Source: an optimization exercise on an open RTL-to-GDS flow (aim: small area). Production flows keep margins and buffers that such runs may drop.
Only simulation tests tie the RTL to the original design; equivalence was not proved.
No activity file was given, so power comes from the tool's default toggle rates.

==> design/flow/design.v <==
module metronome_display(
    input wire clk,
    input wire reset_n,
    input wire key_inc_n,
    input wire key_dec_n,
    input wire key_mode_n,
    input wire key_opt_n,
    output reg beep_n,
    output wire [3:0] led_n,
    output wire [3:0] dig,
    output reg [7:0] seg
);
    localparam [25:0] S_RST  = 26'h2363CF7;
    localparam [25:0] S_LOAD = 26'h2363C7F;
    localparam [23:0] FIC_F    = 24'hf5c025;   
    localparam [19:0] MT_START = 20'hd4cd1;    
    localparam [19:0] MT_END   = 20'hfffff;
    localparam [12:0] BZ_N     = 13'h020b;     
    localparam [12:0] BZ_A     = 13'h022b;     
    localparam [12:0] BZ_END   = 13'h0357;
    localparam [23:0] FIC_M    = 24'hffd772;
    localparam [19:0] MT_M     = 20'hffffe;
    localparam [12:0] BZ_M     = 13'h1fed;
    reg [1:0]  bh;               
    reg [3:0]  bt;               
    reg        bq;               
    reg [2:0]  br;               
    reg        running;
    reg [1:0]  mode;
    reg [1:0]  ts;
    reg        acc_en;
    reg        vis;
    reg        show_mode;
    reg [19:0] mt;               
    reg        fresh;            
    reg [19:0] tc;               
    reg [25:0] s;                
    reg        d_nz, d_neg, d_5;  
    reg [2:0]  beat_count;
    reg [1:0]  beat_pos;
    reg [12:0] bz;               
    reg        bact;
    reg [4:0]  ki, kd;           
    reg [3:0]  mz, oz;           
    reg [3:0]  md, od;           
    reg [23:0] fic;              
    reg        fast;             
    reg [9:0]  rc;
    reg [1:0]  ds;
    integer i;
    wire inc_h = |ki;
    wire dec_h = |kd;
    wire any_h = inc_h | dec_h;
    wire mode_edge = (md == 4'b1000);
    wire opt_edge  = (od == 4'b1000);
    function kf_fb;
        input [4:0] q;
        kf_fb = (q[3] & ~q[0] & ~q[4]) | (q[0] & q[4]);
    endfunction
    function m_fb;
        input [3:0] q;
        m_fb = (~q[3] & (q[1] ^ q[2])) | (q[1] & q[2] & q[3]);
    endfunction
    wire [4:0] ki_n = key_inc_n ? {ki[3:0], kf_fb(ki)} : 5'b00001;
    wire [4:0] kd_n = key_dec_n ? {kd[3:0], kf_fb(kd)} : 5'b00001;
    wire [3:0] mz_n = key_mode_n ? 4'b1110 : {mz[2:0], m_fb(mz)};
    wire [3:0] oz_n = key_opt_n  ? 4'b1110 : {oz[2:0], m_fb(oz)};
    wire m_ev = ~key_mode_n & (mz == 4'b1100);
    wire o_ev = ~key_opt_n  & (oz == 4'b1100);
    wire [3:0] md_n = m_ev ? 4'b1110 : {md[2:0], m_fb(md)};
    wire [3:0] od_n = o_ev ? 4'b1110 : {od[2:0], m_fb(od)};
    wire fic_low0 = ~|fic[22:0];
    wire fic_zero = fic_low0 & ~fic[23];
    wire fic_fb   = fic[23] ^ fic[22] ^ fic[21] ^ fic[16] ^ fic_low0;
    wire tcl0   = ~|tc[16:0];
    wire step   = fic_zero | (fast & tcl0);
    wire at_max = bh[1] & bh[0];
    wire at_min = (bh == 2'd0) & (bt == 4'd3) & ~bq & (br == 3'd0);
    wire lt295  = ~((bh == 2'd2) & (bt == 4'd9) & bq);
    wire gt35   = ~((bh == 2'd0) & (bt == 4'd3) & (~bq | (br == 3'd0)));
    wire dec_ok = dec_h & ~at_min & step;
    wire inc_ok = inc_h & ~at_max & step;
    wire big    = fast & (dec_ok ? gt35 : lt295);
    wire bcd_en = dec_ok | inc_ok;
    wire bq_n, oc, tcy;
    wire [2:0] br_n;
    wire [3:0] bt_n;
    wire [1:0] bh_n;
    wire [3:0] d0;       
    assign bq_n = (~bcd_en & bq) | (bcd_en & ~dec_ok & ~bq & br[2]) | (bcd_en & big & ~bq) | (~big & ~dec_ok & bq & ~br[2]) | (bcd_en & dec_ok & ~bq & ~br[2] & ~br[1] & ~br[0]) | (~big & bq & br[0]) | (~big & bq & br[1]) | (~big & dec_ok & bq & br[2]);
    assign br_n[0] = (~bcd_en & br[0]) | (bcd_en & ~big & ~dec_ok & ~br[2] & ~br[0]) | (big & br[0]) | (bcd_en & ~big & br[1] & ~br[0]) | (bcd_en & ~big & dec_ok & br[2]);
    assign br_n[1] = (~bcd_en & br[1]) | (bcd_en & ~big & ~dec_ok & ~br[1] & br[0]) | (~dec_ok & br[1] & ~br[0]) | (big & br[1]) | (dec_ok & br[1] & br[0]) | (bcd_en & ~big & dec_ok & br[2]);
    assign br_n[2] = (bcd_en & ~big & ~dec_ok & br[1] & br[0]) | (big & br[2]) | (~bcd_en & br[2]) | (bcd_en & ~big & dec_ok & ~br[2] & ~br[1] & ~br[0]);
    assign oc = (bcd_en & big & ~dec_ok & bq) | (bcd_en & ~dec_ok & bq & br[2]) | (bcd_en & dec_ok & ~bq & ~br[2] & ~br[1] & ~br[0]) | (bcd_en & big & dec_ok & ~bq);
    assign bt_n[0] = (~oc & bt[0]) | (oc & ~bt[0]);
    assign bt_n[1] = (oc & ~dec_ok & ~bt[3] & ~bt[1] & bt[0]) | (~oc & bt[1]) | (~dec_ok & bt[1] & ~bt[0]) | (oc & dec_ok & bt[3] & ~bt[0]) | (dec_ok & bt[1] & bt[0]) | (oc & dec_ok & bt[2] & ~bt[1] & ~bt[0]);
    assign bt_n[2] = (oc & ~dec_ok & ~bt[2] & bt[1] & bt[0]) | (~oc & bt[2]) | (oc & dec_ok & bt[3] & ~bt[0]) | (~dec_ok & bt[2] & ~bt[1]) | (bt[2] & bt[1] & ~bt[0]) | (dec_ok & bt[2] & bt[0]);
    assign bt_n[3] = (oc & ~dec_ok & bt[2] & bt[1] & bt[0]) | (~oc & bt[3]) | (~dec_ok & bt[3] & ~bt[0]) | (oc & dec_ok & ~bt[3] & ~bt[2] & ~bt[1] & ~bt[0]) | (dec_ok & bt[3] & bt[0]);
    assign tcy = (oc & dec_ok & ~bt[3] & ~bt[2] & ~bt[1] & ~bt[0]) | (oc & ~dec_ok & bt[3] & bt[0]);
    assign bh_n[0] = (~tcy & bh[0]) | (tcy & ~bh[0]);
    assign bh_n[1] = (~tcy & bh[1]) | (tcy & ~dec_ok & ~bh[1] & bh[0]) | (~dec_ok & bh[1] & ~bh[0]) | (tcy & dec_ok & ~bh[1] & ~bh[0]) | (dec_ok & bh[1] & bh[0]);
    assign d0[0] = (~bq & br[0]) | (bq & ~br[0]);
    assign d0[1] = (br[1] & ~br[0]) | (bq & ~br[1] & br[0]) | (~bq & br[1]);
    assign d0[2] = (~bq & br[2]) | (bq & ~br[2] & ~br[0]) | (bq & ~br[1] & br[0]);
    assign d0[3] = (bq & br[1] & br[0]) | (bq & br[2]);
    wire restart = opt_edge & (mode == 2'd0) & ~running;
    wire beat    = running & ~s[25] & ~fresh;
    wire load    = restart | beat;
    reg [19:0] u;         
    reg ct;
    always @(*) begin
        ct = running;
        for (i = 0; i < 20; i = i + 1) begin
            u[i] = tc[i] ^ ct; ct = ct & tc[i];
        end
    end
    wire nzg   = d_nz & ~load;
    wire d5g   = d_5 & ~load;
    wire cneg  = nzg & d_neg;
    wire cneg5 = d5g & d_neg;
    wire cneg1 = nzg & d_neg & ~d5g;
    wire h6 = bh[1] ^ bh[0];
    wire h7 = bh[1] & ~bh[0];
    wire h8 = bh[1] & bh[0];
    wire [25:0] sa = fresh ? S_RST : load ? S_LOAD : s;
    wire [19:0] ra = {20{nzg}} & (u ^ {20{d_neg}});
    wire [19:0] rb = {20{d5g}} & (u ^ {20{d_neg}});
    wire [25:0] s_n;
    wire ca0_s = sa[0] ^ ra[0] ^ cneg;
    wire ca0_c = (sa[0] & ra[0]) | (cneg & (sa[0] ^ ra[0]));
    wire ca1_s = br[0] ^ bq ^ ca0_s;
    wire ca1_c = (br[0] & bq) | (ca0_s & (br[0] ^ bq));
    assign s_n[0] = ca1_s;
    wire ca2_s = sa[1] ^ ra[1] ^ br[1];
    wire ca2_c = (sa[1] & ra[1]) | (br[1] & (sa[1] ^ ra[1]));
    wire ca3_s = bt[0] ^ ca0_c ^ ca1_c;
    wire ca3_c = (bt[0] & ca0_c) | (ca1_c & (bt[0] ^ ca0_c));
    wire ca4_s = ca2_s ^ ca3_s;
    wire ca4_c = ca2_s & ca3_s;
    assign s_n[1] = ca4_s;
    wire ca5_s = sa[2] ^ ra[2] ^ rb[0];
    wire ca5_c = (sa[2] & ra[2]) | (rb[0] & (sa[2] ^ ra[2]));
    wire ca6_s = cneg5 ^ br[2] ^ bq;
    wire ca6_c = (cneg5 & br[2]) | (bq & (cneg5 ^ br[2]));
    wire ca7_s = bt[1] ^ bh[0] ^ ca2_c;
    wire ca7_c = (bt[1] & bh[0]) | (ca2_c & (bt[1] ^ bh[0]));
    wire ca8_s = ca3_c ^ ca4_c ^ ca5_s;
    wire ca8_c = (ca3_c & ca4_c) | (ca5_s & (ca3_c ^ ca4_c));
    wire ca9_s = ca6_s ^ ca7_s ^ ca8_s;
    wire ca9_c = (ca6_s & ca7_s) | (ca8_s & (ca6_s ^ ca7_s));
    assign s_n[2] = ca9_s;
    wire ca10_s = sa[3] ^ ra[3] ^ rb[1];
    wire ca10_c = (sa[3] & ra[3]) | (rb[1] & (sa[3] ^ ra[3]));
    wire ca11_s = bt[0] ^ bt[2] ^ bh[1];
    wire ca11_c = (bt[0] & bt[2]) | (bh[1] & (bt[0] ^ bt[2]));
    wire ca12_s = ca5_c ^ ca6_c ^ ca7_c;
    wire ca12_c = (ca5_c & ca6_c) | (ca7_c & (ca5_c ^ ca6_c));
    wire ca13_s = ca8_c ^ ca9_c ^ ca10_s;
    wire ca13_c = (ca8_c & ca9_c) | (ca10_s & (ca8_c ^ ca9_c));
    wire ca14_s = ca11_s ^ ca12_s ^ ca13_s;
    wire ca14_c = (ca11_s & ca12_s) | (ca13_s & (ca11_s ^ ca12_s));
    assign s_n[3] = ca14_s;
    wire ca15_s = sa[4] ^ ra[4] ^ rb[2];
    wire ca15_c = (sa[4] & ra[4]) | (rb[2] & (sa[4] ^ ra[4]));
    wire ca16_s = bt[1] ^ bt[3] ^ ca10_c;
    wire ca16_c = (bt[1] & bt[3]) | (ca10_c & (bt[1] ^ bt[3]));
    wire ca17_s = ca11_c ^ ca12_c ^ ca13_c;
    wire ca17_c = (ca11_c & ca12_c) | (ca13_c & (ca11_c ^ ca12_c));
    wire ca18_s = ca14_c ^ ca15_s ^ ca16_s;
    wire ca18_c = (ca14_c & ca15_s) | (ca16_s & (ca14_c ^ ca15_s));
    wire ca19_s = ca17_s ^ ca18_s;
    wire ca19_c = ca17_s & ca18_s;
    assign s_n[4] = ca19_s;
    wire ca20_s = sa[5] ^ ra[5] ^ rb[3];
    wire ca20_c = (sa[5] & ra[5]) | (rb[3] & (sa[5] ^ ra[5]));
    wire ca21_s = bh[0] ^ bt[2] ^ ca15_c;
    wire ca21_c = (bh[0] & bt[2]) | (ca15_c & (bh[0] ^ bt[2]));
    wire ca22_s = ca16_c ^ ca17_c ^ ca18_c;
    wire ca22_c = (ca16_c & ca17_c) | (ca18_c & (ca16_c ^ ca17_c));
    wire ca23_s = ca19_c ^ ca20_s ^ ca21_s;
    wire ca23_c = (ca19_c & ca20_s) | (ca21_s & (ca19_c ^ ca20_s));
    wire ca24_s = ca22_s ^ ca23_s;
    wire ca24_c = ca22_s & ca23_s;
    assign s_n[5] = ca24_s;
    wire ca25_s = sa[6] ^ ra[6] ^ rb[4];
    wire ca25_c = (sa[6] & ra[6]) | (rb[4] & (sa[6] ^ ra[6]));
    wire ca26_s = h6 ^ bt[3] ^ ca20_c;
    wire ca26_c = (h6 & bt[3]) | (ca20_c & (h6 ^ bt[3]));
    wire ca27_s = ca21_c ^ ca22_c ^ ca23_c;
    wire ca27_c = (ca21_c & ca22_c) | (ca23_c & (ca21_c ^ ca22_c));
    wire ca28_s = ca24_c ^ ca25_s ^ ca26_s;
    wire ca28_c = (ca24_c & ca25_s) | (ca26_s & (ca24_c ^ ca25_s));
    wire ca29_s = ca27_s ^ ca28_s;
    wire ca29_c = ca27_s & ca28_s;
    assign s_n[6] = ca29_s;
    wire ca30_s = sa[7] ^ ra[7] ^ rb[5];
    wire ca30_c = (sa[7] & ra[7]) | (rb[5] & (sa[7] ^ ra[7]));
    wire ca31_s = h7 ^ ca25_c ^ ca26_c;
    wire ca31_c = (h7 & ca25_c) | (ca26_c & (h7 ^ ca25_c));
    wire ca32_s = ca27_c ^ ca28_c ^ ca29_c;
    wire ca32_c = (ca27_c & ca28_c) | (ca29_c & (ca27_c ^ ca28_c));
    wire ca33_s = ca30_s ^ ca31_s ^ ca32_s;
    wire ca33_c = (ca30_s & ca31_s) | (ca32_s & (ca30_s ^ ca31_s));
    assign s_n[7] = ca33_s;
    wire ca34_s = sa[8] ^ ra[8] ^ rb[6];
    wire ca34_c = (sa[8] & ra[8]) | (rb[6] & (sa[8] ^ ra[8]));
    wire ca35_s = h8 ^ ca30_c ^ ca31_c;
    wire ca35_c = (h8 & ca30_c) | (ca31_c & (h8 ^ ca30_c));
    wire ca36_s = ca32_c ^ ca33_c ^ ca34_s;
    wire ca36_c = (ca32_c & ca33_c) | (ca34_s & (ca32_c ^ ca33_c));
    wire ca37_s = ca35_s ^ ca36_s;
    wire ca37_c = ca35_s & ca36_s;
    assign s_n[8] = ca37_s;
    wire ca38_s = sa[9] ^ ra[9] ^ rb[7];
    wire ca38_c = (sa[9] & ra[9]) | (rb[7] & (sa[9] ^ ra[9]));
    wire ca39_s = ca34_c ^ ca35_c ^ ca36_c;
    wire ca39_c = (ca34_c & ca35_c) | (ca36_c & (ca34_c ^ ca35_c));
    wire ca40_s = ca37_c ^ ca38_s ^ ca39_s;
    wire ca40_c = (ca37_c & ca38_s) | (ca39_s & (ca37_c ^ ca38_s));
    assign s_n[9] = ca40_s;
    wire ca41_s = sa[10] ^ ra[10] ^ rb[8];
    wire ca41_c = (sa[10] & ra[10]) | (rb[8] & (sa[10] ^ ra[10]));
    wire ca42_s = ca38_c ^ ca39_c ^ ca40_c;
    wire ca42_c = (ca38_c & ca39_c) | (ca40_c & (ca38_c ^ ca39_c));
    wire ca43_s = ca41_s ^ ca42_s;
    wire ca43_c = ca41_s & ca42_s;
    assign s_n[10] = ca43_s;
    wire ca44_s = sa[11] ^ ra[11] ^ rb[9];
    wire ca44_c = (sa[11] & ra[11]) | (rb[9] & (sa[11] ^ ra[11]));
    wire ca45_s = ca41_c ^ ca42_c ^ ca43_c;
    wire ca45_c = (ca41_c & ca42_c) | (ca43_c & (ca41_c ^ ca42_c));
    wire ca46_s = ca44_s ^ ca45_s;
    wire ca46_c = ca44_s & ca45_s;
    assign s_n[11] = ca46_s;
    wire ca47_s = sa[12] ^ ra[12] ^ rb[10];
    wire ca47_c = (sa[12] & ra[12]) | (rb[10] & (sa[12] ^ ra[12]));
    wire ca48_s = ca44_c ^ ca45_c ^ ca46_c;
    wire ca48_c = (ca44_c & ca45_c) | (ca46_c & (ca44_c ^ ca45_c));
    wire ca49_s = ca47_s ^ ca48_s;
    wire ca49_c = ca47_s & ca48_s;
    assign s_n[12] = ca49_s;
    wire ca50_s = sa[13] ^ ra[13] ^ rb[11];
    wire ca50_c = (sa[13] & ra[13]) | (rb[11] & (sa[13] ^ ra[13]));
    wire ca51_s = ca47_c ^ ca48_c ^ ca49_c;
    wire ca51_c = (ca47_c & ca48_c) | (ca49_c & (ca47_c ^ ca48_c));
    wire ca52_s = ca50_s ^ ca51_s;
    wire ca52_c = ca50_s & ca51_s;
    assign s_n[13] = ca52_s;
    wire ca53_s = sa[14] ^ ra[14] ^ rb[12];
    wire ca53_c = (sa[14] & ra[14]) | (rb[12] & (sa[14] ^ ra[14]));
    wire ca54_s = ca50_c ^ ca51_c ^ ca52_c;
    wire ca54_c = (ca50_c & ca51_c) | (ca52_c & (ca50_c ^ ca51_c));
    wire ca55_s = ca53_s ^ ca54_s;
    wire ca55_c = ca53_s & ca54_s;
    assign s_n[14] = ca55_s;
    wire ca56_s = sa[15] ^ ra[15] ^ rb[13];
    wire ca56_c = (sa[15] & ra[15]) | (rb[13] & (sa[15] ^ ra[15]));
    wire ca57_s = ca53_c ^ ca54_c ^ ca55_c;
    wire ca57_c = (ca53_c & ca54_c) | (ca55_c & (ca53_c ^ ca54_c));
    wire ca58_s = ca56_s ^ ca57_s;
    wire ca58_c = ca56_s & ca57_s;
    assign s_n[15] = ca58_s;
    wire ca59_s = sa[16] ^ ra[16] ^ rb[14];
    wire ca59_c = (sa[16] & ra[16]) | (rb[14] & (sa[16] ^ ra[16]));
    wire ca60_s = ca56_c ^ ca57_c ^ ca58_c;
    wire ca60_c = (ca56_c & ca57_c) | (ca58_c & (ca56_c ^ ca57_c));
    wire ca61_s = ca59_s ^ ca60_s;
    wire ca61_c = ca59_s & ca60_s;
    assign s_n[16] = ca61_s;
    wire ca62_s = sa[17] ^ ra[17] ^ rb[15];
    wire ca62_c = (sa[17] & ra[17]) | (rb[15] & (sa[17] ^ ra[17]));
    wire ca63_s = ca59_c ^ ca60_c ^ ca61_c;
    wire ca63_c = (ca59_c & ca60_c) | (ca61_c & (ca59_c ^ ca60_c));
    wire ca64_s = ca62_s ^ ca63_s;
    wire ca64_c = ca62_s & ca63_s;
    assign s_n[17] = ca64_s;
    wire ca65_s = sa[18] ^ ra[18] ^ rb[16];
    wire ca65_c = (sa[18] & ra[18]) | (rb[16] & (sa[18] ^ ra[18]));
    wire ca66_s = ca62_c ^ ca63_c ^ ca64_c;
    wire ca66_c = (ca62_c & ca63_c) | (ca64_c & (ca62_c ^ ca63_c));
    wire ca67_s = ca65_s ^ ca66_s;
    wire ca67_c = ca65_s & ca66_s;
    assign s_n[18] = ca67_s;
    wire ca68_s = sa[19] ^ ra[19] ^ rb[17];
    wire ca68_c = (sa[19] & ra[19]) | (rb[17] & (sa[19] ^ ra[19]));
    wire ca69_s = ca65_c ^ ca66_c ^ ca67_c;
    wire ca69_c = (ca65_c & ca66_c) | (ca67_c & (ca65_c ^ ca66_c));
    wire ca70_s = ca68_s ^ ca69_s;
    wire ca70_c = ca68_s & ca69_s;
    assign s_n[19] = ca70_s;
    wire ca71_s = sa[20] ^ rb[18] ^ cneg;
    wire ca71_c = (sa[20] & rb[18]) | (cneg & (sa[20] ^ rb[18]));
    wire ca72_s = ca68_c ^ ca69_c ^ ca70_c;
    wire ca72_c = (ca68_c & ca69_c) | (ca70_c & (ca68_c ^ ca69_c));
    wire ca73_s = ca71_s ^ ca72_s;
    wire ca73_c = ca71_s & ca72_s;
    assign s_n[20] = ca73_s;
    wire ca74_s = sa[21] ^ rb[19] ^ cneg;
    wire ca74_c = (sa[21] & rb[19]) | (cneg & (sa[21] ^ rb[19]));
    wire ca75_s = ca71_c ^ ca72_c ^ ca73_c;
    wire ca75_c = (ca71_c & ca72_c) | (ca73_c & (ca71_c ^ ca72_c));
    wire ca76_s = ca74_s ^ ca75_s;
    wire ca76_c = ca74_s & ca75_s;
    assign s_n[21] = ca76_s;
    wire ca77_s = sa[22] ^ cneg1 ^ ca74_c;
    wire ca77_c = (sa[22] & cneg1) | (ca74_c & (sa[22] ^ cneg1));
    wire ca78_s = ca75_c ^ ca76_c ^ ca77_s;
    wire ca78_c = (ca75_c & ca76_c) | (ca77_s & (ca75_c ^ ca76_c));
    assign s_n[22] = ca78_s;
    wire ca79_s = sa[23] ^ cneg ^ ca77_c;
    wire ca79_c = (sa[23] & cneg) | (ca77_c & (sa[23] ^ cneg));
    wire ca80_s = ca78_c ^ ca79_s;
    wire ca80_c = ca78_c & ca79_s;
    assign s_n[23] = ca80_s;
    wire ca81_s = sa[24] ^ cneg ^ ca79_c;
    wire ca81_c = (sa[24] & cneg) | (ca79_c & (sa[24] ^ cneg));
    wire ca82_s = ca80_c ^ ca81_s;
    wire ca82_c = ca80_c & ca81_s;
    assign s_n[24] = ca82_s;
    wire ca83_s = sa[25] ^ cneg ^ ca81_c;
    wire ca84_s = ca82_c ^ ca83_s;
    assign s_n[25] = ca84_s;
    wire last_beat = (ts == 2'd0) ? (beat_count != 3'd0) :
                     (ts == 2'd1) ? beat_count[1] :
                     (ts == 2'd2) ? (beat_count[1] & beat_count[0]) | beat_count[2] :
                                    (beat_count[2] & beat_count[0]);
    wire [2:0] bc_inc = {beat_count[2] | (beat_count[1] & beat_count[0]),
                         beat_count[1] ^ beat_count[0], ~beat_count[0]};
    wire [19:0] mt_step = {mt[18:0], mt[19] ^ mt[16]};
    wire [12:0] bz_step = {bz[11:0], bz[12] ^ bz[3] ^ bz[2] ^ bz[0]};
    wire rc_low0 = ~|rc[8:0];
    wire rc_zero = rc_low0 & ~rc[9];
    wire [9:0]  rc_step = {rc[8:0], rc[9] ^ rc[6] ^ rc_low0};
    always @(posedge clk or negedge reset_n) begin
        if (!reset_n) begin
            bh <= 2'd1; bt <= 4'd2; bq <= 1'b0; br <= 3'd0;
            running <= 1'b1;
            mode <= 2'd0;
            ts <= 2'b10;
            acc_en <= 1'b1;
            vis <= 1'b0;
            show_mode <= 1'b0;
            fresh <= 1'b1;
            d_nz <= 1'b0; d_neg <= 1'b0; d_5 <= 1'b0;
            beat_count <= 3'd0;
            beat_pos <= 2'd0;
            bact <= 1'b0;
            beep_n <= 1'b1;
            ki <= 5'd0; kd <= 5'd0;
            mz <= 4'b1110; oz <= 4'b1110;
            md <= 4'd0; od <= 4'd0;
            rc <= 10'd0;
            ds <= 2'd0;
        end else begin
            fresh <= 1'b0;
            ki <= ki_n; kd <= kd_n;
            mz <= mz_n; oz <= oz_n;
            md <= md_n; od <= od_n;
            if (mode_edge) begin
                mode <= mode + 2'd1;
                show_mode <= 1'b1;
            end
            if (show_mode && (mt & MT_M) == (MT_END & MT_M))
                show_mode <= 1'b0;
            if (opt_edge) begin
                case (mode)
                    2'd0: running <= ~running;
                    2'd1: ts <= ts + 2'd1;
                    2'd2: acc_en <= ~acc_en;
                    2'd3: vis <= ~vis;
                endcase
            end
            bh <= bh_n; bt <= bt_n; bq <= bq_n; br <= br_n;
            d_nz <= dec_ok | inc_ok;
            d_neg <= dec_ok;
            d_5 <= big & (dec_ok | inc_ok);
            if (restart) begin
                beat_count <= 3'd0;
                beat_pos <= 2'd0;
            end
            if (beat) begin
                beat_pos <= beat_count[1:0];
                beat_count <= last_beat ? 3'd0 : bc_inc;
            end
            if (bact && (bz & BZ_M) != (BZ_END & BZ_M))
                beep_n <= vis;
            else
                beep_n <= 1'b1;
            if (beat)
                bact <= 1'b1;
            else if ((bz & BZ_M) == (BZ_END & BZ_M))
                bact <= 1'b0;
            rc <= rc_step;
            if (rc_zero)
                ds <= ds + 2'd1;
        end
    end
    always @(posedge clk) begin
        s <= s_n;
        if (load | fresh)
            tc <= {19'd0, fresh};
        else
            tc <= u;
        fic  <= any_h ? {fic[22:0], fic_fb} : 24'd0;
        fast <= any_h & (fast | ((fic & FIC_M) == (FIC_F & FIC_M)));
        mt <= (mode_edge && !show_mode) ? MT_START : mt_step;
        bz <= beat ? ((beat_count == 3'd0 && acc_en) ? BZ_A : BZ_N) : bz_step;
    end
    assign led_n[0] = ~(running && beat_pos == 2'd0);
    assign led_n[1] = ~(running && beat_pos == 2'd1);
    assign led_n[2] = ~(running && beat_pos == 2'd2);
    assign led_n[3] = ~(running && beat_pos == 2'd3);
    assign dig = ~(4'b0001 << ds);
    wire [3:0] d1 = bt;
    wire [3:0] d2 = {2'b00, bh};
    reg [3:0] cd;
    always @(*) begin
        case (ds)
            2'd0: cd = d0;
            2'd1: cd = d1;
            2'd2: cd = d2;
            default: cd = 4'd0;
        endcase
    end
    wire [6:0] dn;
    wire [7:0] sp;
    assign dn[0] = (~cd[3] & ~cd[2] & ~cd[1] & cd[0]) | (cd[2] & ~cd[1] & ~cd[0]);
    assign dn[1] = (cd[2] & ~cd[1] & cd[0]) | (cd[2] & cd[1] & ~cd[0]);
    assign dn[2] = (~cd[2] & cd[1] & ~cd[0]);
    assign dn[3] = (~cd[3] & ~cd[2] & ~cd[1] & cd[0]) | (cd[2] & ~cd[1] & ~cd[0]) | (cd[2] & cd[1] & cd[0]);
    assign dn[4] = (cd[0]) | (cd[2] & ~cd[1]);
    assign dn[5] = (~cd[3] & ~cd[2] & cd[0]) | (~cd[2] & cd[1]) | (cd[1] & cd[0]);
    assign dn[6] = (~cd[3] & ~cd[2] & ~cd[1]) | (cd[2] & cd[1] & cd[0]);
    assign sp[0] = (~mode[1] & ~ds[1]) | (ds[1] & ~ds[0]) | (mode[1] & mode[0] & ds[1]) | (mode[0] & ds[1] & ts[1] & ~ts[0]);
    assign sp[1] = (~mode[1] & ~ds[1]) | (~mode[1] & mode[0] & ts[1] & ts[0]) | (~mode[0] & ~ds[0] & ~acc_en) | (ds[1] & ~ds[0]) | (mode[0] & ~ds[0] & ~vis);
    assign sp[2] = (~mode[1] & ~mode[0]) | (~mode[1] & ~ds[1]) | (~mode[0] & ~ds[0] & ~acc_en) | (ds[1] & ~ds[0]) | (mode[0] & ~ds[0] & ~vis) | (~mode[1] & ~ts[1] & ~ts[0]);
    assign sp[3] = (~mode[1] & ~ds[1]) | (~ds[0]) | (~mode[0] & ds[1]) | (~mode[1] & ts[1] & ~ts[0]);
    assign sp[4] = (~mode[1] & ~ds[1]) | (ds[1] & ~ds[0]) | (~mode[1] & mode[0] & ~ts[1] & ts[0]) | (~mode[1] & mode[0] & ts[1] & ~ts[0]);
    assign sp[5] = (~mode[1] & ~ds[1]) | (ds[1] & ~ds[0]) | (~mode[1] & mode[0] & ~ts[1]);
    assign sp[6] = (~ds[1] & ds[0]) | (ds[1] & ~ds[0]) | (~mode[1] & ~ds[1]) | (mode[1] & mode[0] & vis) | (mode[1] & mode[0] & ds[0]) | (~mode[0] & ~ds[1] & acc_en);
    assign sp[7] = 1'b1;
    always @(*) seg = show_mode ? sp : {1'b1, dn};
endmodule
==> design/flow/flow/run.sh <==
#!/bin/bash
# The standard layout, with three changes:
#  - the combinational logic of the standard synthesis, its half adders included, is
#    re-mapped for area by yosys/ABC (flow/remap.ys, flow/remap.abc); flip-flops, full
#    adders and tie cells are left untouched, so the registers keep their names and
#    cells; yosys then proves the new netlist equivalent to the standard one
#    (flow/equiv.ys);
#  - the port buffers are made from the smallest buffer cell;
#  - clock tree synthesis runs with its standard arguments plus -dont_use_dummy_load
#    (no dummy load cells for balancing).
set -euo pipefail
ARGS=(BUFFER_PORTS_ARGS="-buffer_cell sky130_fd_sc_hd__buf_1"
      CTS_ARGS="-sink_clustering_enable -repair_clock_nets -buf_list sky130_fd_sc_hd__clkbuf_8 -dont_use_dummy_load")
bash standard.sh "${ARGS[@]}" synth > standard_synth.log 2>&1
R=orfs/results/${FLOW_PLATFORM}/metronome_display/base
cp $R/1_2_yosys.v $R/1_2_yosys_standard.v
LIB=$FLOW_HOME/platforms/${FLOW_PLATFORM}/lib/sky130_fd_sc_hd__tt_025C_1v80.lib
sed -e "s#@LIB@#$LIB#g" -e "s#@IN@#$R/1_2_yosys_standard.v#" -e "s#@OUT@#$R/1_2_yosys.v#" \
    -e "s#@ABC@#$PWD/flow/remap.abc#" -e "s#@STAT@#$PWD/remap_stat.txt#" flow/remap.ys > remap.ys
YOSYS=yosys
if [[ -x $FLOW_HOME/../tools/install/yosys/bin/yosys ]]; then YOSYS=$FLOW_HOME/../tools/install/yosys/bin/yosys; fi
$YOSYS -s remap.ys > yosys_remap.log 2>&1
sed -e "s#@LIB@#$LIB#g" -e "s#@STD@#$R/1_2_yosys_standard.v#" -e "s#@OUT@#$R/1_2_yosys.v#" flow/equiv.ys > equiv.ys
$YOSYS -s equiv.ys > yosys_equiv.log 2>&1
bash standard.sh "${ARGS[@]}" finish > standard_finish.log 2>&1
==> design/flow/flow/equiv.ys <==
# Prove that the re-mapped netlist does what the standard synthesis's netlist does
# (registers paired by name).
read_liberty -ignore_miss_func @LIB@
read_verilog @STD@
rename metronome_display gold
read_verilog @OUT@
rename metronome_display gate
hierarchy -check
flatten gold gate
opt_clean
async2sync
equiv_make gold gate equiv
hierarchy -top equiv
equiv_simple -undef
equiv_induct -undef
equiv_status -assert
==> design/flow/flow/remap.abc <==
strash
&get -n
&st
&syn2
&dch -f
&nf -R 1000
&put
topo
==> design/flow/flow/remap.ys <==
# Re-map the combinational logic of the standard synthesis for area. Flip-flops, full
# adders and tie cells are kept as they are (blackboxes), so every register keeps its
# name and cell; everything else, the half adders included, becomes plain logic for ABC.
read_liberty -ignore_miss_func @LIB@
read_verilog @IN@
hierarchy -top metronome_display
setattr -mod -set blackbox 1 sky130_fd_sc_hd__df* sky130_fd_sc_hd__fa_* sky130_fd_sc_hd__conb_*
flatten
techmap
opt_clean -purge
abc -liberty @LIB@ -dont_use sky130_fd_sc_hd__lpflow_bleeder_1 -dont_use sky130_fd_sc_hd__lpflow_clkbufkapwr_1 -dont_use sky130_fd_sc_hd__lpflow_clkbufkapwr_16 -dont_use sky130_fd_sc_hd__lpflow_clkbufkapwr_2 -dont_use sky130_fd_sc_hd__lpflow_clkbufkapwr_4 -dont_use sky130_fd_sc_hd__lpflow_clkbufkapwr_8 -dont_use sky130_fd_sc_hd__lpflow_clkinvkapwr_1 -dont_use sky130_fd_sc_hd__lpflow_clkinvkapwr_16 -dont_use sky130_fd_sc_hd__lpflow_clkinvkapwr_2 -dont_use sky130_fd_sc_hd__lpflow_clkinvkapwr_4 -dont_use sky130_fd_sc_hd__lpflow_clkinvkapwr_8 -dont_use sky130_fd_sc_hd__lpflow_decapkapwr_12 -dont_use sky130_fd_sc_hd__lpflow_decapkapwr_3 -dont_use sky130_fd_sc_hd__lpflow_decapkapwr_4 -dont_use sky130_fd_sc_hd__lpflow_decapkapwr_6 -dont_use sky130_fd_sc_hd__lpflow_decapkapwr_8 -dont_use sky130_fd_sc_hd__lpflow_inputiso0n_1 -dont_use sky130_fd_sc_hd__lpflow_inputiso0p_1 -dont_use sky130_fd_sc_hd__lpflow_inputiso1n_1 -dont_use sky130_fd_sc_hd__lpflow_inputiso1p_1 -dont_use sky130_fd_sc_hd__lpflow_inputisolatch_1 -dont_use sky130_fd_sc_hd__lpflow_isobufsrc_1 -dont_use sky130_fd_sc_hd__lpflow_isobufsrc_16 -dont_use sky130_fd_sc_hd__lpflow_isobufsrc_2 -dont_use sky130_fd_sc_hd__lpflow_isobufsrc_4 -dont_use sky130_fd_sc_hd__lpflow_isobufsrc_8 -dont_use sky130_fd_sc_hd__lpflow_isobufsrckapwr_16 -dont_use sky130_fd_sc_hd__lpflow_lsbuf_lh_hl_isowell_tap_1 -dont_use sky130_fd_sc_hd__lpflow_lsbuf_lh_hl_isowell_tap_2 -dont_use sky130_fd_sc_hd__lpflow_lsbuf_lh_hl_isowell_tap_4 -dont_use sky130_fd_sc_hd__lpflow_lsbuf_lh_isowell_4 -dont_use sky130_fd_sc_hd__lpflow_lsbuf_lh_isowell_tap_1 -dont_use sky130_fd_sc_hd__lpflow_lsbuf_lh_isowell_tap_2 -dont_use sky130_fd_sc_hd__lpflow_lsbuf_lh_isowell_tap_4 -dont_use sky130_fd_sc_hd__probe_p_8 -dont_use sky130_fd_sc_hd__probec_p_8  -script @ABC@
read_liberty -lib -ignore_redef @LIB@
opt_clean -purge
splitnets
hilomap -singleton -hicell sky130_fd_sc_hd__conb_1 HI -locell sky130_fd_sc_hd__conb_1 LO
insbuf -buf sky130_fd_sc_hd__buf_4 A X
opt_clean -purge
check -assert
select -assert-none t:$*
tee -o @STAT@ stat -liberty @LIB@
write_verilog -noattr -nohex -nodec @OUT@
==> design/flow/standard.sh <==
#!/bin/bash
# synth_recipe.tcl (not shown) runs the flow's synth.tcl, then flattens the netlist and writes it again
# the make line also repeats each setting of config.mk as NAME=value (left out here)
make -C /OpenROAD-flow-scripts/flow DESIGN_CONFIG=/design/flow/config.mk WORK_HOME=/design/flow/orfs CLKGATE_MAP_FILE= SYNTH_SCRIPT=/design/flow/synth_recipe.tcl "${@:-finish}"
==> design/flow/config.mk <==
export PLATFORM = sky130hd
export DESIGN_NAME = metronome_display
export DESIGN_NICKNAME = metronome_display
export VERILOG_FILES = /design/flow/design.v
export SDC_FILE = /design/flow/constraint.sdc
export NUM_CORES = 4
export LEC_CHECK = 0
export CAP_MARGIN = 20
export CORE_MARGIN = 2
export CORE_UTILIZATION = 70
export CTS_BUF_LIST = sky130_fd_sc_hd__clkbuf_8
export SLEW_MARGIN = 20
==> design/flow/constraint.sdc <==
create_clock -name core_clock -period 100.0 [get_ports {clk}]
set_input_delay 20.0000 -clock core_clock [delete_from_list [all_inputs] [get_ports {clk}]]
set_output_delay 20.0000 -clock core_clock [all_outputs]
set_load 0.01 [all_outputs]
==> impl_metrics.yaml, run 1 <==
outcome:
  outcome: "timing/DRC/antenna clean"
place:
  gp_congestion: 0.846
  post-dp-hpwl_mm: 11.7
  dpl_cell_area_um2: 8810
  numPortBuffers: 21
detailed_routing:
  drtAntennaViolNets: 0
  dr.pass1.iters: 5
  vias: 5876
  first_iter_violations: 330
  drc_errors: 0
  wl_per_cell_um: 15.2
  avgViaCountPerCell: 5.68
  wl_mm: 15.8
clocking:
  cts_hold_buf: 0
  clock-sinks: 171
  clockBufferDepth: 2
  clk_latency_ns: 0.46
  clkTransAtPathRegs_ns: 0.08
  post_cts_resized: 0
  cts_max_level: 4
  cts_buffers: 17
  cts_tree: "done"
  ctsRootBufferMaster: "clkbuf_8"
  cts_setup_buffers: 0
timing:
  tns_ns: 0
  max_clock_freq_mhz: 43.7
  layout_min_cycle_time_ns: 22.91
  fin_crit_sh: 0.229
  skew_ns: 0.0260
  worstMarginPinSlew_ns: 1.10
  relSlewSlack: 0.268
  hold_violations: 0
  drv_slew: 0
  finalSetupViolations: 0
  rsz0062_at_grt: "no"
floorplanning:
  start_util: 0.717
  die_x_um: 115
  ioPinCount: 23
  die_y_um: 115
  die_area_um2: 13200
  fp-row-count: 40
  core_um2: 12000
finish:
  final_nets: 959
  regArea_um2: 3770
  fin_area_um2: 9060
  syn2layout_area_growth_pct: 5.16
  fill_cells: 860
  multi_input_area_um2: 4520
  drive_above_1_share: 0.0440
  antenna_cells: 0
power:
  total_power_uw: 304
  p_per_area_nw_per_um2: 33.6
  vdd_drop_max_v: 0.0000281
  leakagePower_nw: 3.45
setup_path:
  startpoint_type: "register"
  crit_type: "register to primary output"
  critical_path.max_fanout: 9
  worstPathRequired_ns: 80.00
  cp.arrival_ns: 2.91
  regToRegStartpoint: "od[3]$_DFF_PN0_"
  cp-end-kind: "primary output"
  crit_start: "ds[1]$_DFFE_PN0P_"
grt:
  antenna_found_initial: 0
  grt_pass1_vias: 6157
  gr-usage-all-layers: 0.267
  grt_pass1_wl_mm: 27.8
  grt-ovfl-total: 0
  grt_max_degree: 68
yosys:
  yosysWarnings: 1
  syn_nets: 928
  synth_area_per_cell_um2: 10.0
  syn_inst: 858
  netlist_area_um2: 8620
job:
  drv_cap: 0
worst_hold_path:
  min-delay-path-class: "register to register"
  min-delay-start: "rc[8]$_DFF_PN0_"
==> metrics by stage <==
| step | std cells | hold slack, ns | utilization | setup slack, ns |
|---|---|---|---|---|
| after floorplan | 858 | 0.354 | - | 77.91 |
| final | 1034 | 0.382 | 0.754 | 77.09 |
| after global routing | 1034 | 0.398 | 0.754 | 76.86 |
| after detailed placement | 1016 | 0.361 | 0.734 | 77.61 |
| after global placement | 1016 | 0.364 | 0.734 | 77.69 |
| after CTS | 1033 | 0.383 | 0.753 | 77.10 |
==> state kept, by name, summed over array words and instances, names as in the netlist, 2 cells and up <==
signal and cells:
mt 20, bz 13, od 4, s 26, beat_count 3, ds 2
fic 24, bt 4, tc 20, oz 4, bh 2, ts 2
br 3, beat_pos 2, md 4, rc 10, kd 5, mode 2
ki 5, mz 4
==> report_power, final <==
part,switching (mW),total [mW],internal [mW]
sequential,0.0179,0.111,0.0928
combinational,0.0856,0.158,0.0724
clock,0.0205,0.0355,0.0150
total,0.124,0.304,0.180
==> area by class of cell <==
cell class,instances,area share
Multi-Input combinational cell,617,0.499
Sequential cell,171,0.417
Clock buffer,17,0.0258
Inverter,54,0.0224
Tap cell,147,0.0203
Timing Repair Buffer,28,0.0155
==> cells in the final DEF, fill, tap and decap left out, types with 2 or more instances in the layout <==
cell type / n
mux2_1: 2
o22ai_1: 2
buf_1: 20
a21boi_0: 4
clkinv_1: 54
a22oi_1: 2
dfstp_2: 13
nand2b_1: 22
and3_1: 5
nor2_1: 76
dfxtp_1: 104
o211ai_1: 6
conb_1: 2
fa_1: 64
o31ai_1: 5
nor3_1: 16
a21oi_1: 28
clkbuf_8: 17
buf_4: 6
or2_0: 28
nand3_1: 16
o21bai_1: 2
o21ai_0: 24
a211oi_1: 5
or4_1: 3
xnor2_1: 54
a31oi_1: 6
nand4_1: 17
nor2b_1: 49
a211o_1: 2
xor2_1: 28
dfrtp_1: 54
nor4_1: 10
a21o_1: 9
nand2_1: 83
and2_0: 34
or3_1: 4
nand3b_1: 2
==> final timing paths <==
check,endpoint,slack (ns),cells after the start
setup / recovery,seg[3],77.09,9
hold / removal,rc[9]$_DFF_PN0_,0.38,0
setup reg to reg,s[25]$_DFF_P_,80.28,64
hold reg to reg,rc[9]$_DFF_PN0_,0.38,0
max in group asynchronous,kd[0]$_DFF_PN0_,79.69,2
min in group asynchronous,bact$_DFFE_PN0P_,19.73,2
==> layer usage <==
layer / global-route usage / routed length, um / up-vias
met5: 0 / 0 / -
met2: 0.449 / 7910 / 112
met4: 0.0900 / 325 / 0
met3: 0.0606 / 465 / 35
li1: - / - / 2839
met1: 0.344 / 7050 / 2890
==> critical path: stages (launching register included) <==
cell	delay, ns
dfrtp_1	0.50
clkinv_1	0.15
nor2_1	0.20
clkinv_1	0.15
o221ai_1	0.50
mux2_1	0.38
a31oi_1	0.20
o21ai_0	0.12
o31a_1	0.13
buf_1	0.13
==> run 2: changes to the inputs <==
--- a/design/flow/flow/run.sh
+++ b/design/flow/flow/run.sh
@@ -3,3 +3,3 @@
 #  - the combinational logic of the standard synthesis, its half adders included, is
-#    re-mapped for area by yosys/ABC (flow/remap.ys, flow/remap.abc); flip-flops, full
+#    re-mapped for area by yosys/ABC (flow/remap.ys with the best of flow/remapN.abc); flip-flops, full
 #    adders and tie cells are left untouched, so the registers keep their names and
@@ -17,7 +17,18 @@
 LIB=$FLOW_HOME/platforms/${FLOW_PLATFORM}/lib/sky130_fd_sc_hd__tt_025C_1v80.lib
-sed -e "s#@LIB@#$LIB#g" -e "s#@IN@#$R/1_2_yosys_standard.v#" -e "s#@OUT@#$R/1_2_yosys.v#" \
-    -e "s#@ABC@#$PWD/flow/remap.abc#" -e "s#@STAT@#$PWD/remap_stat.txt#" flow/remap.ys > remap.ys
 YOSYS=yosys
 if [[ -x $FLOW_HOME/../tools/install/yosys/bin/yosys ]]; then YOSYS=$FLOW_HOME/../tools/install/yosys/bin/yosys; fi
-$YOSYS -s remap.ys > yosys_remap.log 2>&1
+# try a few ABC scripts (flow/remapN.abc) and keep the netlist with the least cell area
+best=""; best_area=""
+for n in 1 2 3 4; do
+  sed -e "s#@LIB@#$LIB#g" -e "s#@IN@#$R/1_2_yosys_standard.v#" -e "s#@OUT@#$PWD/remap_$n.v#" \
+      -e "s#@ABC@#$PWD/flow/remap$n.abc#" -e "s#@STAT@#$PWD/remap_stat_$n.txt#" flow/remap.ys > remap_$n.ys
+  if $YOSYS -s remap_$n.ys > yosys_remap_$n.log 2>&1; then
+    area=$(awk '/Chip area/ {print $NF}' remap_stat_$n.txt)
+    if [[ -z "$best" ]] || awk -v a="$area" -v b="$best_area" 'BEGIN {exit !(a < b)}'; then
+      best=$n; best_area=$area
+    fi
+  fi
+done
+echo "re-mapped netlist: script $best, area $best_area" > remap_choice.txt
+cp remap_$best.v $R/1_2_yosys.v
 sed -e "s#@LIB@#$LIB#g" -e "s#@STD@#$R/1_2_yosys_standard.v#" -e "s#@OUT@#$R/1_2_yosys.v#" flow/equiv.ys > equiv.ys
==> design/flow/flow/remap1.abc (new file) <==
strash
&get -n
&st
&syn2
&dch -f
&nf -R 1000
&put
topo
==> design/flow/flow/remap2.abc (new file) <==
strash
&get -n
&st
&dch -f
&nf -R 1000
&put
topo
==> design/flow/flow/remap3.abc (new file) <==
strash
dc2
&get -n
&st
&dch -f
&nf -R 1000 -p
&put
topo
==> design/flow/flow/remap4.abc (new file) <==
strash
&get -n
&st
&syn2
&synch2
&dch -f
&nf -R 1000
&st
&syn2
&dch -f
&nf -R 1000
&put
topo
removed: design/flow/flow/remap.abc
==> run 2 against run 1 <==
Cell area is 0.76% lower. Still clean. Highest routed layer unchanged. Combinational power about the same. Largest cell class unchanged. Sequential share of layout area increased by 0.32 points. Count of clock-buffer cells in the layout is the same. Register-to-register slack better by 0.60 ns. Flip-flop and latch count did not move. Core utilization fell by 0.26 points. Worst hold slack worse by 0.00059 ns. Wire length shrank 3.8%.
==> impl_metrics.yaml, run 2 <==
outcome:
  outcome: "timing/DRC/antenna clean"
timing:
  skew_ns: 0.0257
  hold_violations: 0
  holdWs_ns: 0.381
  finalSetupViolations: 0
  fin_crit_sh: 0.229
  tns_ns: 0
  worstMarginPinSlew_ns: 1.07
  setup_ws_ns: 77.13
  drv_slew: 0
  relSlewSlack: 0.286
  layout_min_cycle_time_ns: 22.87
  max_clock_freq_mhz: 43.7
  rsz0062_at_grt: "no"
setup_path:
  critical_path.max_fanout: 11
  startpoint_type: "register"
  reg2reg_to: "s[25]$_DFF_P_"
  crit_family: "compound AO/OA/AOI/OAI gates"
  path_depth: 11
  crit_chain: "clkinv_1 -> a21oi_1 -> a21oi_1 -> o21bai_1 -> nand2_1 -> a211oi_1 -> clkinv_1 -> a21oi_1 -> nor2_1 -> a22oi_1 -> buf_1"
  critical_path.n_buffers_inverters: 3
  regToRegStartpoint: "running$_DFFE_PN1N_"
  cp.arrival_ns: 2.87
  ff2ff_setup_slack_ns: 80.88
  critPathMaxStageDelay_ns: 0.56
  cpMaxStageDelayCell: "dfrtp_1"
  cp_common_cell: "a21oi_1"
  worstPathRequired_ns: 80.00
  rr_worst_depth: 62
  cp-end-kind: "primary output"
  crit_type: "register to primary output"
yosys:
  syn_nets: 910
  synth_area_per_cell_um2: 10.2
  netlist_area_um2: 8550
  syn_inst: 840
  yosysWarnings: 1
finish:
  regArea_um2: 3770
  final_common_cell: "dfxtp_1"
  syn2layout_area_growth_pct: 5.20
  final_cell_mix: "104 x dfxtp_1, 77 x nand2_1, 70 x nor2_1"
  antenna_cells: 0
  final_cell_count_no_fill: 1016
  drive_above_1_share: 0.0472
  final_nets: 941
  regMostFlops: "s"
  reg.largest.list: "s: 26 flops, fic: 24 flops"
  fill_cells: 868
  multi_input_area_um2: 4490
  post-route-util: 0.752
  largest_register_ffs: 26
detailed_routing:
  vias: 5743
  wl_mm: 15.2
  wl_per_cell_um: 14.9
  avgViaCountPerCell: 5.65
  drtAntennaViolNets: 0
  first_iter_violations: 445
  drc_errors: 0
  dr.pass1.iters: 5
clocking:
  post_cts_resized: 0
  cts_hold_buf: 0
  ctsRootBufferMaster: "clkbuf_8"
  cts_tree: "done"
  clkTransAtPathRegs_ns: 0.08
  clockBufferDepth: 2
  cts_setup_buffers: 0
  clk_latency_ns: 0.45
  cts_buffers: 17
  clock-sinks: 171
  cts_max_level: 4
grt:
  grt_pass1_wl_mm: 26.8
  grt-ovfl-total: 0
  grt_max_degree: 68
  grt_pass1_vias: 5795
  gr-usage-all-layers: 0.260
  antenna_found_initial: 0
worst_hold_path:
  min-delay-path-class: "register to register"
  min_to: "rc[3]$_DFF_PN0_"
  holdPathStages: 0
  min-delay-start: "rc[2]$_DFF_PN0_"
floorplanning:
  die_y_um: 115
  die_area_um2: 13100
  start_util: 0.715
  core_um2: 12000
  fp-row-count: 40
  ioPinCount: 23
  die_x_um: 115
power:
  leakagePower_nw: 3.44
  p_per_area_nw_per_um2: 33.8
  vdd_drop_max_v: 0.0000218
place:
  numPortBuffers: 21
  dp_slack_ns: 77.62
  gp_congestion: 0.944
  place_inst: 999
  post-dp-hpwl_mm: 11.3
job:
  drv_cap: 0
run 2: cell types whose count changed in the layout (fill, tap and decap cells not counted), sizes merged, moves of 8 or more:
cell | before | now
nand2b | 22 | 12
nor2b | 49 | 60
and2 | 34 | 18
xnor2 | 54 | 46
or2 | 28 | 42
run 2: worst reg2reg max path, delay by kind of cell (launching register included):
kind,cells,cell delay [ns]
xor gates and xnor gates,3,0.44
adders and majority gates,28,12.48
buffers and inverters,10,0.91
DFF,1,0.69
and+or+nand+nor,21,4.45
run 2: routing by layer:
| metal | vias to the layer above | GRT usage | share of wire |
|---|---|---|---|
| met4 | 0 | 0.0919 | 0.020 |
| li1 | 2806 | - | - |
| met5 | - | 0 | 0 |
| met2 | 136 | 0.408 | 0.48 |
| met3 | 31 | 0.0598 | 0.043 |
| met1 | 2770 | 0.358 | 0.46 |
run 2: final cells by class:
| cell class | count | area share |
|---|---|---|
| inverter | 48 | 0.0200 |
| sequential | 171 | 0.420 |
| tap | 147 | 0.0205 |
| timing repair buffer | 28 | 0.0148 |
| clock buffer | 17 | 0.0260 |
| multi-input combinational | 605 | 0.499 |
run 2: how the worst max path moves through the flow:
stage	to	slack [ns]	start
finish	seg[3]	77.13	br[0]$_DFF_PN0_
global route	seg[3]	76.76	br[0]$_DFF_PN0_
CTS	seg[3]	77.13	br[0]$_DFF_PN0_
floorplan	seg[3]	77.92	br[0]$_DFF_PN0_
detailed placement	seg[3]	77.62	br[0]$_DFF_PN0_
global placement	seg[3]	77.67	br[0]$_DFF_PN0_
run 2: report_power, final:
part	total (mW)	switching [mW]	internal, mW
Sequential	0.112	0.0193	0.0930
Combinational	0.156	0.0826	0.0732
Clock	0.0355	0.0204	0.0150
Total	0.304	0.122	0.181
run 2: per-stage QoR:
step	power, mW	cell area [um2]
finish	0.304	8990
global route	0.335	8990
CTS	0.306	8980
detailed placement	0.270	8750
global placement	0.261	8750
floorplan	0.234	8550
==> run 3: changes to the inputs <==
--- a/design/flow/flow/run.sh
+++ b/design/flow/flow/run.sh
@@ -21,3 +21,3 @@
 best=""; best_area=""
-for n in 1 2 3 4; do
+for n in 1 2 3 4 5 6; do
   sed -e "s#@LIB@#$LIB#g" -e "s#@IN@#$R/1_2_yosys_standard.v#" -e "s#@OUT@#$PWD/remap_$n.v#" \
==> design/flow/flow/remap5.abc (new file) <==
strash
dc2
&get -n
&deepsyn -T 120
&dch -f
&nf -R 1000 -p
&put
topo
==> design/flow/flow/remap6.abc (new file) <==
strash
&get -n
&deepsyn -T 120
&dch -f
&nf -R 1000
&put
topo
==> run 3 against run 2 <==
Still clean. Final cell count about the same. Register-to-register slack got worse by 0.34 ns. Clock skew decreased by 0.0033 ns. Die area decreased by 1.2%. Count of clock-buffer cells in the layout unchanged. Synthesized cell count increased by 0.12%. Global-route usage increased by 0.20 points. First-iteration DRC count decreased by 10%. Sequential power about the same. Flip-flop and latch count unchanged. Area after synthesis decreased by 1.2%. Highest routed layer unchanged.
==> impl_metrics.yaml, run 3 <==
worst_hold_path:
  min-delay-start: "rc[2]$_DFF_PN0_"
  min-delay-path-class: "register to register"
  holdPathStages: 0
  min_to: "rc[3]$_DFF_PN0_"
power:
  total_power_uw: 343
  leakagePower_nw: 3.50
  switching_share: 0.417
  p_per_area_nw_per_um2: 38.7
  clkPwrFrac: 0.103
  power.switching_uw: 143
  p_comb_frac: 0.572
  vdd_drop_max_v: 0.0000291
  pwr-share-seq: 0.324
  p_int_uw: 200
finish:
  largest_register_ffs: 26
  syn2layout_area_growth_pct: 5.05
  drive_above_1_share: 0.0438
  final_common_cell: "dfxtp_1"
  fill_cells: 864
  fin_area_um2: 8870
  final_cell_count_no_fill: 1015
  final_cell_mix: "104 x dfxtp_1, 82 x nor2_1, 72 x nand2_1"
  antenna_cells: 0
  reg.largest.list: "s: 26 flops, fic: 24 flops"
  regMostFlops: "s"
  final_nets: 940
place:
  post-dp-hpwl_mm: 11.4
  place_inst: 998
  dp_slack_ns: 77.95
  numPortBuffers: 21
  dpl_cell_area_um2: 8630
  gp_congestion: 0.859
timing:
  setup_ws_ns: 77.40
  fin_crit_sh: 0.226
  worstMarginPinSlew_ns: 0.979
  drv_slew: 0
  hold_violations: 0
  layout_min_cycle_time_ns: 22.60
  rsz0062_at_grt: "no"
  finalSetupViolations: 0
  relSlewSlack: 0.347
  max_clock_freq_mhz: 44.3
  tns_ns: 0
  skew_ns: 0.0224
detailed_routing:
  wl_mm: 15.4
  first_iter_violations: 399
  dr.pass1.iters: 6
  avgViaCountPerCell: 5.69
  drtAntennaViolNets: 0
  drc_errors: 0
  vias: 5778
  wl_per_cell_um: 15.2
setup_path:
  regToRegStartpoint: "fresh$_DFF_PN1_"
  rr_worst_depth: 62
  cp.arrival_ns: 2.60
  startpoint_type: "register"
  cp-end-kind: "primary output"
  reg2reg_to: "s[25]$_DFF_P_"
  critical_path.max_fanout: 13
  worstPathRequired_ns: 80.00
  ff2ff_setup_slack_ns: 80.54
  crit_type: "register to primary output"
outcome:
  outcome: "timing/DRC/antenna clean"
grt:
  grt_pass1_vias: 5798
  grt_pass1_wl_mm: 26.6
  grt-ovfl-total: 0
  grt_max_degree: 68
  gr-usage-all-layers: 0.262
  antenna_found_initial: 0
floorplanning:
  core_um2: 11900
  ioPinCount: 23
  die_x_um: 114
  fp-row-count: 40
  die_area_um2: 13000
  start_util: 0.709
  die_y_um: 114
clocking:
  cts_tree: "done"
  cts_hold_buf: 0
  clockBufferDepth: 2
  cts_buffers: 17
  post_cts_resized: 0
  cts_max_level: 4
  ctsRootBufferMaster: "clkbuf_8"
  clock-sinks: 171
  clk_latency_ns: 0.45
  cts_setup_buffers: 0
  clkTransAtPathRegs_ns: 0.07
yosys:
  syn_inst: 841
  synth_area_per_cell_um2: 10.0
  syn_nets: 911
  netlist_area_um2: 8440
  yosysWarnings: 1
job:
  drv_cap: 0
[run 3: changes by cell type in the layout (fill, tap and decap cells not counted), sizes merged, moves of 11 or more]
cell    change
o21ai      +28
nor2       +12
or2        -11
xnor2      -16
and2       +19
nand2b     +12
nor2b      -23
[run 3: power groups by stage]
stage	registers (mW)	clock network, mW	logic (mW)
2_1_floorplan	0.108	0	0.154
3_3_place_gp	0.111	0	0.181
3_5_place_dp	0.112	0	0.194
4_1_cts	0.111	0.0366	0.198
5_1_grt	0.114	0.0392	0.226
6_report	0.111	0.0355	0.196
[run 3: per-layer routing]
metal,part of all wire,up-vias,global-route usage
met5,0,-,0
met4,0.026,0,0.0927
met2,0.49,174,0.434
li1,-,2804,-
met1,0.44,2750,0.340
met3,0.047,50,0.0627
[run 3: layout make-up]
class | instances | area, um2 | area share
clock buffer | 17 | 234 | 0.0264
inverter | 51 | 191 | 0.0216
multi-input combinational | 603 | 4370 | 0.492
sequential | 171 | 3770 | 0.426
tap | 147 | 184 | 0.0207
timing repair buffer | 26 | 118 | 0.0133
[run 3: critical path, cell delays in order (launching register included)]
cell and delay [ns]:
dfrtp_1 0.62, nand3_1 0.20, nand2_1 0.10, o21ai_0 0.10
o31ai_1 0.35, o21ai_0 0.19, o21ai_0 0.18, a21boi_0 0.25
buf_1 0.19
[run 3: worst max path at each step]
stage,startpoint,to,slack [ns],depth (start not counted)
finish,bq$_DFF_PN0_,seg[0],77.40,8
global route,bq$_DFF_PN0_,seg[0],77.24,8
CTS,bq$_DFF_PN0_,seg[0],77.46,8
detailed placement,bq$_DFF_PN0_,seg[0],77.95,8
global placement,bq$_DFF_PN0_,seg[0],78.10,8
floorplan,bq$_DFF_PN0_,seg[0],78.29,8
[run 3: per-stage QoR]
step	hold slack (ns)	util
final	0.384	0.745
after detailed placement	0.362	0.725
after global placement	0.362	0.725
after floorplan	0.354	-
after CTS	0.387	0.745
after global routing	0.397	0.745
==> run 4: changes to the inputs <==
==> design/flow/flow/run.sh (replaced) <==
#!/bin/bash
# The standard layout, with three changes:
#  - the combinational logic of the standard synthesis, its adder cells included, is
#    re-mapped for area by yosys/ABC (flow/remap.ys, flow/remap.abc, flow/soft.v);
#    flip-flops and tie cells are left untouched, so the registers keep their names
#    and cells;
#  - the port buffers are made from the smallest buffer cell;
#  - clock tree synthesis runs with its standard arguments plus -dont_use_dummy_load
#    (no dummy load cells for balancing).
set -euo pipefail
ARGS=(BUFFER_PORTS_ARGS="-buffer_cell sky130_fd_sc_hd__buf_1"
      CTS_ARGS="-sink_clustering_enable -repair_clock_nets -buf_list sky130_fd_sc_hd__clkbuf_8 -dont_use_dummy_load")
bash standard.sh "${ARGS[@]}" synth > standard_synth.log 2>&1
R=orfs/results/${FLOW_PLATFORM}/metronome_display/base
cp $R/1_2_yosys.v $R/1_2_yosys_standard.v
sed -e 's/^\( *\)sky130_fd_sc_hd__fa_1 /\1fa_soft /' $R/1_2_yosys_standard.v > remap_in.v
LIB=$FLOW_HOME/platforms/${FLOW_PLATFORM}/lib/sky130_fd_sc_hd__tt_025C_1v80.lib
sed -e "s#@LIB@#$LIB#g" -e "s#@IN@#$PWD/remap_in.v#" -e "s#@SOFT@#$PWD/flow/soft.v#" -e "s#@OUT@#$R/1_2_yosys.v#" \
    -e "s#@ABC@#$PWD/flow/remap.abc#" -e "s#@STAT@#$PWD/remap_stat.txt#" flow/remap.ys > remap.ys
YOSYS=yosys
if [[ -x $FLOW_HOME/../tools/install/yosys/bin/yosys ]]; then YOSYS=$FLOW_HOME/../tools/install/yosys/bin/yosys; fi
$YOSYS -s remap.ys > yosys_remap.log 2>&1
sed -e "s#@LIB@#$LIB#g" -e "s#@STD@#$R/1_2_yosys_standard.v#" -e "s#@OUT@#$R/1_2_yosys.v#" flow/equiv.ys > equiv.ys
$YOSYS -s equiv.ys > yosys_equiv.log 2>&1
bash standard.sh "${ARGS[@]}" finish > standard_finish.log 2>&1
==> design/flow/flow/remap.abc (new file) <==
strash
&get -n
&st
&syn2
&dch -f
&nf -R 1000
&put
topo
--- a/design/flow/flow/remap.ys
+++ b/design/flow/flow/remap.ys
@@ -1,10 +1,11 @@
-# Re-map the combinational logic of the standard synthesis for area. Flip-flops, full
-# adders and tie cells are kept as they are (blackboxes), so every register keeps its
-# name and cell; everything else, the half adders included, becomes plain logic for ABC.
+# Re-map the combinational logic of the standard synthesis for area. Flip-flops and
+# tie cells are kept as they are (blackboxes), so every register keeps its name and
+# cell; everything else, the adder cells included (the input netlist has its full adders renamed
+# to fa_soft, flow/soft.v), becomes plain logic for ABC.
 read_liberty -ignore_miss_func @LIB@
+read_verilog @SOFT@
 read_verilog @IN@
 hierarchy -top metronome_display
-setattr -mod -set blackbox 1 sky130_fd_sc_hd__df* sky130_fd_sc_hd__fa_* sky130_fd_sc_hd__conb_*
+setattr -mod -set blackbox 1 sky130_fd_sc_hd__df* sky130_fd_sc_hd__conb_*
 flatten
-techmap
 opt_clean -purge
@@ -18,3 +19,2 @@
 check -assert
-select -assert-none t:$*
 tee -o @STAT@ stat -liberty @LIB@
==> design/flow/flow/soft.v (new file) <==
// Full adder as plain logic, so that ABC may restructure the adders of the
// standard synthesis together with the logic around them.
module fa_soft(input A, input B, input CIN, output COUT, output SUM);
  assign SUM = A ^ B ^ CIN;
  assign COUT = (A & B) | (CIN & (A ^ B));
endmodule
removed: design/flow/flow/remap1.abc
removed: design/flow/flow/remap2.abc
removed: design/flow/flow/remap3.abc
removed: design/flow/flow/remap4.abc
removed: design/flow/flow/remap5.abc
removed: design/flow/flow/remap6.abc
==> run 4 against run 3 <==
The run now fails in 1_synth.
==> impl_metrics.yaml, run 4 <==
outcome:
  outcome: "stopped before the end"
  failed_stage: "1_synth"
  error_line: "[ERROR STA-0171] /design/flow/orfs/results/sky130hd/metronome_display/base/1_2_yosys.v line 4478, syntax error"
yosys:
  yosysWarnings: 1

## separate check: timing with driven ports
How much do the figures lean on ideal ports? The routed layouts below were timed once more, with nothing changed but the port constraints.
Step 1, drivers: a clkbuf_16 drives clk and a buf_2 each remaining input, both assumed.
Step 2, shift: input delay + t, output delay - t, t = (earliest + latest rising clock arrival at the registers) / 2. This alone moves slack from input paths to output paths.
a / b / c = ideal / step 1 / step 2; a / b = the first two.
run	t, ns	setup WS [ns]	worst setup path after step 2	worst slew at a driven data input, ns	cell pins on the clock port's net
run 1	0.478	77.092 / 77.057 / 77.535	register to output	0.03	1
run 2	0.479	77.134 / 77.095 / 77.574	register to output	0.03	1
run 3	0.472	77.401 / 77.365 / 77.836	register to output	0.03	1
After both steps every run listed still meets setup and hold.
